This design comes from an exercise in tuning for small area and a short achievable clock period on the open sky130 flow, not from production work.
In this exercise RTL edits were held to simulation tests only and were not proved equivalent to the original.
Power and IR drop assume default switching activity.

<file path="design/flow/constraint.sdc">
create_clock -name core_clock -period 12.0 [get_ports {clk}]
set_input_delay 2.4000 -clock core_clock [delete_from_list [all_inputs] [get_ports {clk}]]
set_output_delay 2.4000 -clock core_clock [all_outputs]
set_load 0.01 [all_outputs]
</file>
<file path="design/flow/config.mk">
export PLATFORM = sky130hd
export DESIGN_NAME = single_cycle_processor
export DESIGN_NICKNAME = single_cycle_processor
export VERILOG_FILES = /design/flow/design.v
export SDC_FILE = /design/flow/constraint.sdc
export NUM_CORES = 4
export LEC_CHECK = 0
export CAP_MARGIN = 20
export CORE_MARGIN = 2
export CORE_UTILIZATION = 40
export SETUP_SLACK_MARGIN = 3
export SLEW_MARGIN = 20
</file>
<file path="design/flow/design.v">
module single_cycle_processor(clk,reset,imem_addr,imem_data,dmem_addr,dmem_wdata,dmem_we,dmem_rdata);
	input clk;
	input reset;
	output [31:0] imem_addr;
	input [31:0] imem_data;
	output [31:0] dmem_addr;
	output [31:0] dmem_wdata;
	output dmem_we;
	input [31:0] dmem_rdata;
	wire [31:0] ins = imem_data;
	wire [3:0] cond = ins[31:28];
	wire [1:0] op = ins[27:26];
	wire [5:0] funct = ins[25:20];
	wire [3:0] rn = ins[19:16];
	wire [3:0] rd = ins[15:12];
	wire [3:0] rm = ins[3:0];
	reg [31:0] pc;
	reg [31:0] r15;
	wire [511:0] rq;    
	wire cond0 = (cond == 4'b0000);
	wire is_dp = (op == 2'b00);
	wire is_mem = (op == 2'b01);
	wire f_sub = (funct == 6'b000100) | (funct == 6'b010101);
	wire f_and = (funct == 6'b000000);
	wire f_orr = (funct == 6'b011000);
	wire f_lsr = (funct == 6'b111110);
	wire f_lsl = (funct == 6'b111100);
	wire f_cmp = (funct == 6'b010101);
	wire big = ins[11] | ins[7] | ins[6] | ins[5];    
	wire s_mem = is_mem;
	wire s_and = is_dp & f_and;
	wire s_orr = is_dp & f_orr;
	wire s_lsr = is_dp & f_lsr & ~big;
	wire s_lsl = is_dp & f_lsl & ~big;
	wire s_sum = ~is_mem & ~(is_dp & (f_and | f_orr | f_lsr | f_lsl));
	wire sub = is_dp & f_sub;
	wire reg_we = cond0 & ((is_dp & ~f_cmp) | (is_mem & (funct == 6'b011001)));
	assign dmem_we = cond0 & is_mem & (funct == 6'b011000);
	wire [3:0] a2 = is_mem ? rd : rm;
	wire [31:0] ra, rb;
	rf_read u_rda(.sel(rn), .rq(rq), .out(ra));
	rf_read u_rdb(.sel(a2), .rq(rq), .out(rb));
	wire [31:0] imm12 = {19'b0, ins[11], ins[11:0]};
	addr_add u_aadd(.a(ra), .b(imm12), .s(dmem_addr));
	assign dmem_wdata = rb;
	assign imem_addr = pc;
	wire [31:0] sum;
	alu_add u_alu(.a(ra), .b(rb ^ {32{sub}}), .cin(sub), .s(sum));
	wire [31:0] sr, sl;
	shifter u_sh(.a(ra), .left(~funct[1]), .amt(ins[4:0]), .sr(sr), .sl(sl));
	wire [31:0] result = ({32{s_mem}} & dmem_rdata)
	                   | ({32{s_and}} & (ra & rb))
	                   | ({32{s_orr}} & (ra | rb))
	                   | ({32{s_lsr}} & sr)
	                   | ({32{s_lsl}} & sl)
	                   | ({32{s_sum}} & sum);
	wire [31:0] pc1, pc2;
	pc_inc u_inc(.pc(pc), .pc1(pc1), .pc2(pc2));
	always @(posedge clk) begin
		pc <= reset ? 32'd0 : (cond0 ? pc1 : result);
		r15 <= reset ? 32'd0 : pc2;
	end
	assign rq[511:480] = r15;
	wire [31:0] wd = result & {32{~reset}};
	genvar i;
	generate for (i = 0; i < 15; i = i + 1) begin : g_rf
		reg [31:0] q;
		wire en = reset | (reg_we & (rd == i));
		always @(posedge clk)
			if (en) q <= wd;
		assign rq[32*i+31:32*i] = q;
	end endgenerate
endmodule
module rf_read(sel, rq, out);
	input [3:0] sel;
	input [511:0] rq;
	output reg [31:0] out;
	wire [15:0] oh = 16'd1 << sel;
	integer k;
	always @(*) begin
		out = 32'd0;
		for (k = 0; k < 16; k = k + 1)
			out = out | ({32{oh[k]}} & rq[32*k +: 32]);
	end
endmodule
module pc_inc(pc, pc1, pc2);
	input [31:0] pc;
	output [31:0] pc1, pc2;
	wire [31:0] t;
	assign t[0] = 1'b0;
	assign t[1] = 1'b1;
	genvar i;
	generate for (i = 2; i < 32; i = i + 1) begin : g_inc
		assign t[i] = t[i-1] & pc[i-1];
	end endgenerate
	assign pc2 = {pc[31:1] ^ t[31:1], pc[0]};
	assign pc1 = pc[0] ? {pc2[31:1], 1'b0} : {pc[31:1], 1'b1};
endmodule
module shifter(a, left, amt, sr, sl);
	input [31:0] a;
	input left;
	input [4:0] amt;
	output [31:0] sr, sl;
	wire [31:0] a_rev;
	genvar i;
	generate for (i = 0; i < 32; i = i + 1) begin : g_rev
		assign a_rev[i] = a[31 - i];
		assign sl[i] = sr[31 - i];
	end endgenerate
	wire [31:0] sh0 = left ? a_rev : a;
	wire [31:0] sh1 = amt[0] ? {1'b0, sh0[31:1]} : sh0;
	wire [31:0] sh2 = amt[1] ? {2'b0, sh1[31:2]} : sh1;
	wire [31:0] sh3 = amt[2] ? {4'b0, sh2[31:4]} : sh2;
	wire [31:0] sh4 = amt[3] ? {8'b0, sh3[31:8]} : sh3;
	assign sr = amt[4] ? {16'b0, sh4[31:16]} : sh4;
endmodule
module addr_add(a, b, s);
	input [31:0] a, b;
	output [31:0] s;
	prefix_add #(.N(32), .BK(0)) u(.a(a), .b(b), .cin(1'b0), .s(s));
endmodule
module alu_add(a, b, cin, s);
	input [31:0] a, b;
	input cin;
	output [31:0] s;
	prefix_add #(.N(32), .BK(1)) u(.a(a), .b(b), .cin(cin), .s(s));
endmodule
module prefix_add #(parameter N = 32, parameter BK = 0) (a, b, cin, s);
	input [N-1:0] a, b;
	input cin;
	output [N-1:0] s;
	reg [N-1:0] g, p, gg, pp;
	reg [N:0] c;
	integer i, j, d;
	always @(*) begin
		g = a & b;
		p = a ^ b;
		g[0] = g[0] | (p[0] & cin);
		gg = g;
		pp = p;
		if (BK == 0) begin
			for (d = 1; d < N; d = d * 2)
				for (i = 0; i < N; i = i + 1)
					if ((i / d) % 2 == 1) begin
						j = (i / d) * d - 1;
						gg[i] = gg[i] | (pp[i] & gg[j]);
						pp[i] = pp[i] & pp[j];
					end
		end else begin
			for (d = 1; d < N; d = d * 2)
				for (i = 2 * d - 1; i < N; i = i + 2 * d) begin
					gg[i] = gg[i] | (pp[i] & gg[i - d]);
					pp[i] = pp[i] & pp[i - d];
				end
			for (d = N / 2; d >= 1; d = d / 2)
				for (i = 3 * d - 1; i < N; i = i + 2 * d) begin
					gg[i] = gg[i] | (pp[i] & gg[i - d]);
					pp[i] = pp[i] & pp[i - d];
				end
		end
		c[0] = cin;
		for (i = 0; i < N; i = i + 1)
			c[i + 1] = gg[i];
	end
	assign s = p ^ c[N-1:0];
endmodule
</file>
<file path="design/flow/run.sh">
#!/bin/bash
# synth_recipe.tcl (not shown) runs the flow's synth.tcl, then flattens the netlist and writes it again
# the make line also repeats each setting of config.mk as NAME=value (left out here)
make -C /OpenROAD-flow-scripts/flow DESIGN_CONFIG=/design/flow/config.mk WORK_HOME=/design/flow/orfs CLKGATE_MAP_FILE= SYNTH_SCRIPT=/design/flow/synth_recipe.tcl finish
</file>
==> impl_metrics.tcl, run 1 <==
set metrics [dict create \
    mostFrequentLayoutCell "edfxtp_1" \
    synthTopCellsByArea "edfxtp_1 (44%), a22oi_1 (4.3%), dfxtp_1 (3.9%), mux2i_1 (3.2%), nand3_1 (2.8%)" \
    yosys_warnings 4 \
    detail_route.wl_per_cell_um 46.73 \
    nets 3619 \
    maxCapViolations 0 \
    overflow 0 \
    grt_pass1_vias 31850 \
    yosysTopAreaCell "edfxtp_1" \
    htreeDepth 2 \
    crit_type "in2out" \
    grt_pass1_wl_um 280200 \
    cts.sinks 544 \
    path_buf_inv 5 \
    cts_buffers 53 \
    path_max_fanout 12 \
    synth_seq_cells 544 \
    drv_slew 0 \
    ys_seq_area_frac 0.4748 \
    ant_nets 0 \
    power_uw 8148 \
    dieHeight_um 291.5 \
    synth_nets 3212 \
    synth_top_area_share 0.4361 \
    hold_start "pc[1]$_SDFFE_PP0P_" \
    initialDrtViolationCount 6273 \
    worst_setup_path_start_kind "primary input" \
    drt_wl_total_um 214700 \
    skew_ns 0.02807 \
    min_period_ns 9.121 \
    setup_viol 0 \
    final_cell_mix "edfxtp_1 (480), buf_4 (353), a22oi_1 (185)" \
    track_usage 0.4833 \
    dp_slack_ns 1.083 \
    layout.cells.non_filler 4593 \
    grt_max_degree 63 \
    post_synth.cell_area_avg_um2 10.82 \
    cp.arrival_ns 6.72 \
    synthArstFlopShare 0 \
    status "no timing/DRC/antenna violations" \
    core_area_um2 81980 \
    maxSlewHeadroom 0.1083 \
    syn_area_um2 33050 \
    pwr_density_cell_nw_per_um2 193.5 \
    fp.dieArea_um2 84950 \
    ys.flop_type "edfxtp_1" \
    r2r-start "pc[1]$_SDFFE_PP0P_" \
    finalWorstSetupSlack_ns 2.879 \
    ioPinCount 163 \
    cpMaxStageDelayCell "or2_1" \
    hold_viol 0 \
    cts-root-buf "clkbuf_16" \
    rsz0062_at_grt "yes" \
    vias_per_cell 7.459 \
    worst-slew-pin-transition_ns 1.335 \
    cp_slowest_stage_delay_ns 0.63 \
    r2r-end "pc[30]$_SDFFE_PP0P_" \
    fp.dieW_um 291.5 \
    antenna_found_initial 16 \
    whs_path_depth 1 \
    ff2ff_path_depth 31 \
    vdd_ir_drop_max_v 0.0001512 \
    timing.fmax_ghz 0.1096 \
    crit_chain "buf_16, buf_16, or2_1, a21oi_1, nor4_2, buf_4, nand3_1, ha_1, o21ai_0, a221o_1, or4_4, nor3_4, buf_4, nand3_2, xnor2_1, buf_2" \
    clock_latency_ns 0.66 \
    rows 105 \
    first_pass_iters 9 \
    finalWeightedCongestion 1.098 \
    cts_hold_buf 0 \
    cts_tree "built" \
    finalCritPeriodShare 0.7601 \
    via_count 34260 \
    drc_errors 0 \
    dp.final_hpwl_um 149200 \
    hold_end "r15[1]$_SDFF_PP0_" \
    clkTransAtPathRegs_ns 0.07 \
    cp.required_ns 9.60 \
    drive_above_1_share 0.2413 \
    start_util 0.4032 \
    timing.critical_path.to_type "output pin" \
    dp_cells 4340 \
    syn_to_final_growth_pct 27.40 \
    clockBufferDepth 3 \
    portBuffers 162 \
    fin_tns_setup_ns 0 \
    r2r_setup_slack_ns 5.37 \
    hp-class "reg2reg" \
    synth-edff-count 480 \
    critPathTopFamily "simple AND/OR/NAND/NOR gates" \
    synthDistinctLibCells 110 \
    netlist_instances 3054 \
    p_leak_uw 0.01562 \
]
## per-layer routing
metal / track usage / share of wire / up-vias / wire length (um)
li1: - / - / 13040 / -
met5: 0.01645 / 0.0019 / - / 407
met2: 0.6946 / 0.40 / 3399 / 86930
met3: 0.2048 / 0.15 / 1061 / 32020
met4: 0.4109 / 0.11 / 14 / 23860
met1: 0.5533 / 0.33 / 16740 / 71430
## stage by stage
| stage | utilization | hold slack, ns | instance area (um^2) |
|---|---|---|---|
| 6_report | 0.5137 | 0.5186 | 42110 |
| 5_1_grt | 0.5132 | 0.5550 | 42070 |
| 4_1_cts | 0.4996 | 0.5265 | 40960 |
| 3_5_place_dp | 0.4567 | 0.5088 | 37440 |
| 3_3_place_gp | 0.4563 | 0.4931 | 37410 |
| 2_1_floorplan | - | 0.4790 | 33060 |
## report_power, final
part           internal, uW  switching (uW)  leakage (uW)
sequential             2610             341       0.00543
combinational          1200            2150       0.00929
clock                  1040             805      0.000907
total                  4860            3290        0.0156
## kinds of logic after synthesis
family,Yosys count,share of synthesized area
AOI/OAI and AO/OA,918,0.2097
adders and majority gates,92,0.03937
buffers and inverters,324,0.04342
DFF,544,0.4748
xor gates and xnor gates,71,0.01881
and+or+nand+nor,942,0.1557
muxes,163,0.05818
## worst max-delay path by stage
stage / start / slack (ns) / cells past startpoint / to
floorplan: imem_data[16] / 3.04 / 19 / dmem_addr[31]
global placement: imem_data[17] / 0.95 / 18 / dmem_addr[26]
detailed placement: imem_data[18] / 1.08 / 18 / dmem_addr[26]
CTS: imem_data[19] / 2.87 / 19 / dmem_addr[26]
global route: imem_data[18] / 2.81 / 19 / dmem_addr[28]
finish: imem_data[18] / 2.88 / 16 / dmem_addr[28]
## synth_stat cells (all sizes together), types with 28 or more instances
cell type and count:
a221oi 49, a22o 66, a21oi 135, inv 88
o22ai 51, a211oi 77, buf 99, xnor2 63
nand3 191, nand3b 47, ha 72, clkbuf 135
or3b 28, nor2b 84, and3 29, dfxtp 64
mux2i 108, a222oi 37, nor4 34, o21ai 64
edfxtp 480, a22oi 189, nor3 43, nand4 63
nand2 143, nor2 182, mux2 37
## cell type report
cell class	count	area (um^2)
Antenna cell	17	42.54
Sequential cell	544	15700
Inverter	90	337.8
Fill cell	7305	39870
Clock inverter	37	434.2
Tap cell	1070	1339
Multi-Input combinational cell	2190	17110
Clock buffer	63	1479
Timing Repair Buffer	582	5670
## flip-flops by register name (all words and copies together) (netlist names)
name	cells
g_rf.q	480
r15	32
pc	32
## what timing repair did
item,in CTS,in global routing
setup endpoints to repair,306,203
cloned,16,11
setup buffers,58,50
gates resized for setup,177,128
pin swaps,24,46
==> inputs of run 2 (changes only) <==
--- a/design/flow/config.mk
+++ b/design/flow/config.mk
@@ -10,3 +10,2 @@
 export CORE_UTILIZATION = 40
-export SETUP_SLACK_MARGIN = 3
 export SLEW_MARGIN = 20
==> run 2 against run 1 <==
Effect of this change: first-iteration DRC count decreased by 4.9%; clock skew rose by 0.0049 ns; critical path type unchanged; via count shrank 4.2%; still clean on timing, DRC and antenna.
==> impl_metrics.tcl, run 2 <==
set metrics [dict create \
    finalCritPeriodShare 0.9209 \
    top_regs "g_rf.q (480), pc (32), r15 (32)" \
    postCtsResizedCells 0 \
    crit_type "in2out" \
    fin_tns_setup_ns 0 \
    clkTransAtPathRegs_ns 0.06 \
    ioPinCount 163 \
    fp.dieW_um 291.5 \
    r2r_setup_slack_ns 4.66 \
    drt_wl_total_um 204100 \
    initialDrtViolationCount 5966 \
    cp-startpoint "imem_data[18]" \
    ys_seq_area_frac 0.4748 \
    portBuffers 162 \
    overflow 0 \
    start_util 0.4032 \
    pwr_density_cell_nw_per_um2 201.6 \
    hold_end "r15[1]$_SDFF_PP0_" \
    maxSlewHeadroom 0.1375 \
    synth-edff-count 480 \
    min_period_ns 11.05 \
    drive_above_1_share 0.1664 \
    p_leak_uw 0.01422 \
    synth_top_area_share 0.4361 \
    drv_slew 0 \
    ff2ff_path_depth 27 \
    hold_start "pc[1]$_SDFFE_PP0P_" \
    syn_to_final_growth_pct 18.68 \
    fp.dieArea_um2 84950 \
    clockBufferDepth 3 \
    setup_viol 0 \
    yosysTopAreaCell "edfxtp_1" \
    largest_reg_flops 480 \
    synthDistinctLibCells 110 \
    grt_pass1_wl_um 271200 \
    worst_setup_path_start_kind "primary input" \
    top_register "g_rf.q" \
    cts.sinks 544 \
    yosys_warnings 4 \
    cts_buffers 55 \
    post_cts_buffers 0 \
    power_uw 7907 \
    skew_ns 0.03298 \
    dp_cells 4314 \
    nets 3461 \
    vdd_ir_drop_max_v 0.0001528 \
    netlist_instances 3054 \
    hold_viol 0 \
    rows 105 \
    core_area_um2 81980 \
    synth_nets 3212 \
    r2r-start "g_rf[7].q[0]$_DFFE_PP_" \
    timing.fmax_ghz 0.09049 \
    whs_path_depth 1 \
    detail_route.wl_per_cell_um 46.10 \
    via_count 32810 \
    track_usage 0.4677 \
    dieHeight_um 291.5 \
    status "no timing/DRC/antenna violations" \
    cts-root-buf "clkbuf_16" \
    final_cell_mix "edfxtp_1 (480), buf_4 (257), a22oi_1 (189)" \
    htreeDepth 2 \
    synth_most_common_cell "edfxtp_1" \
    ys.flop_type "edfxtp_1" \
    synthTopCellsByArea "edfxtp_1 (44%), a22oi_1 (4.3%), dfxtp_1 (3.9%), mux2i_1 (3.2%), nand3_1 (2.8%)" \
    dp.final_hpwl_um 150000 \
    cp.required_ns 9.60 \
    grt_pass1_vias 30880 \
    yosys-top-cells-count "edfxtp_1 (480), a22oi_1 (189), nand3_1 (188)" \
    hp-class "reg2reg" \
    worst-slew-pin-transition_ns 1.280 \
    cts_tree "built" \
    layout.cells.non_filler 4427 \
    path_max_fanout 50 \
    mostFrequentLayoutCell "edfxtp_1" \
    synth_seq_cells 544 \
    post_synth.cell_area_avg_um2 10.82 \
    cp.arrival_ns 8.65 \
    cts_hold_buf 0 \
    grt_max_degree 73 \
    first_pass_iters 9 \
    antenna_found_initial 14 \
    vias_per_cell 7.411 \
    rsz0062_at_grt "no" \
    clock_latency_ns 0.65 \
    maxCapViolations 0 \
    syn_area_um2 33050 \
    finalWeightedCongestion 1.091 \
    r2r-end "g_rf[8].q[31]$_DFFE_PP_" \
    synthArstFlopShare 0 \
    drc_errors 0 \
    timing.critical_path.to_type "output pin" \
    ant_nets 0 \
]
run 2: cell counts after synthesis:
Identical to the previous run, type by type.
run 2: worst max-delay path by stage:
stage	endpoint	slack (ns)	cells past startpoint
2_1_floorplan	dmem_addr[31]	2.97	19
3_3_place_gp	dmem_addr[31]	1.18	18
3_5_place_dp	g_rf[8].q[18]$_DFFE_PP_	1.11	32
4_1_cts	dmem_addr[28]	1.21	18
5_1_grt	dmem_addr[28]	0.76	18
6_report	dmem_addr[31]	0.95	18
run 2: through the flow:
step                      setup slack, ns    util  hold slack (ns)  cell area (um^2)
after CTS                           1.207  0.4775           0.5221             39150
after global placement              1.179  0.4539           0.4936             37210
after detailed placement            1.112  0.4539           0.5052             37210
final                              0.9496  0.4785           0.5233             39230
after global routing               0.7565  0.4783           0.5728             39210
after floorplan                     2.968       -           0.4790             33050
run 2: metal layers:
layer | share of wire | track usage
met5 | 0.00028 | 0
met4 | 0.10 | 0.3769
met3 | 0.13 | 0.1414
met2 | 0.41 | 0.6894
met1 | 0.35 | 0.5670
run 2: cells by family (layout without fill, tap and decap cells):
logic type | after synthesis | count (layout) | share of synthesized area
xor gates and xnor gates | 71 | 71 | 0.01881
DFF | 544 | 544 | 0.4748
adders and majority gates | 92 | 92 | 0.03937
and+or+nand+nor | 942 | 942 | 0.1557
buffers and inverters | 324 | 618 | 0.04342
muxes | 163 | 163 | 0.05818
other | 0 | 9 | 0
AOI/OAI and AO/OA | 918 | 918 | 0.2097
run 2: power breakdown:
| part | leakage (uW) | switching (uW) | internal [uW] |
|---|---|---|---|
| clock network | 0.000920 | 795 | 1060 |
| logic | 0.00787 | 2050 | 1030 |
| registers | 0.00543 | 347 | 2620 |
| total | 0.0142 | 3190 | 4710 |
run 2: area by class of cell:
| type | count | area (um^2) |
|---|---|---|
| antenna | 9 | 22.52 |
| fill | 7550 | 42750 |
| sequential | 544 | 15700 |
| multi-input combinational | 2186 | 16200 |
| clock inverter | 44 | 549.3 |
| tap | 1070 | 1339 |
| inverter | 90 | 337.8 |
| clock buffer | 58 | 1388 |
| timing repair buffer | 426 | 3697 |
run 2: critical path, cell delays in order:
cell and delay [ns]:
buf_4 0.53, buf_4 0.47, or3b_2 0.19, a21oi_1 0.07
a2111oi_1 0.87, nand3_1 0.49, ha_1 0.48, nor3_1 0.06
nor2_1 0.19, nand2_1 0.13, o21ai_0 0.27, nor2_1 0.15
a221o_1 0.40, or4_1 0.60, nor3_2 0.38, nand4_1 0.20
xnor2_1 0.16, clkdlybuf4s50_1 0.56

==> re-timing with driven ports <==
The flow's constraints put no driver on any port. The routed layouts listed below were extracted and timed again, unchanged, in two steps. Step 1 assumes that a clkbuf_16 drives the clock port and a buf_2 every other input. Step 2 adds t to the input delays and takes it off the output delays; t is the mean of the earliest and latest rising clock arrival at the registers after step 1. Input paths then give back, and output paths get back, about the clock's delay inside the block. a / b / c = ideal / step 1 / step 2; a / b = the first two.
run	t, ns	setup slack, ns	latest minus earliest clock arrival (ns)
run 1	0.709	2.879 / 2.645 / 2.428	0.028 / 0.028
run 2	0.706	0.950 / 0.925 / 0.906	0.033 / 0.033
After both steps setup and hold are still met in every run listed. The setup slack of run 1, which loses most, moves by -0.234 ns with the drivers and by -0.451 ns with both steps.
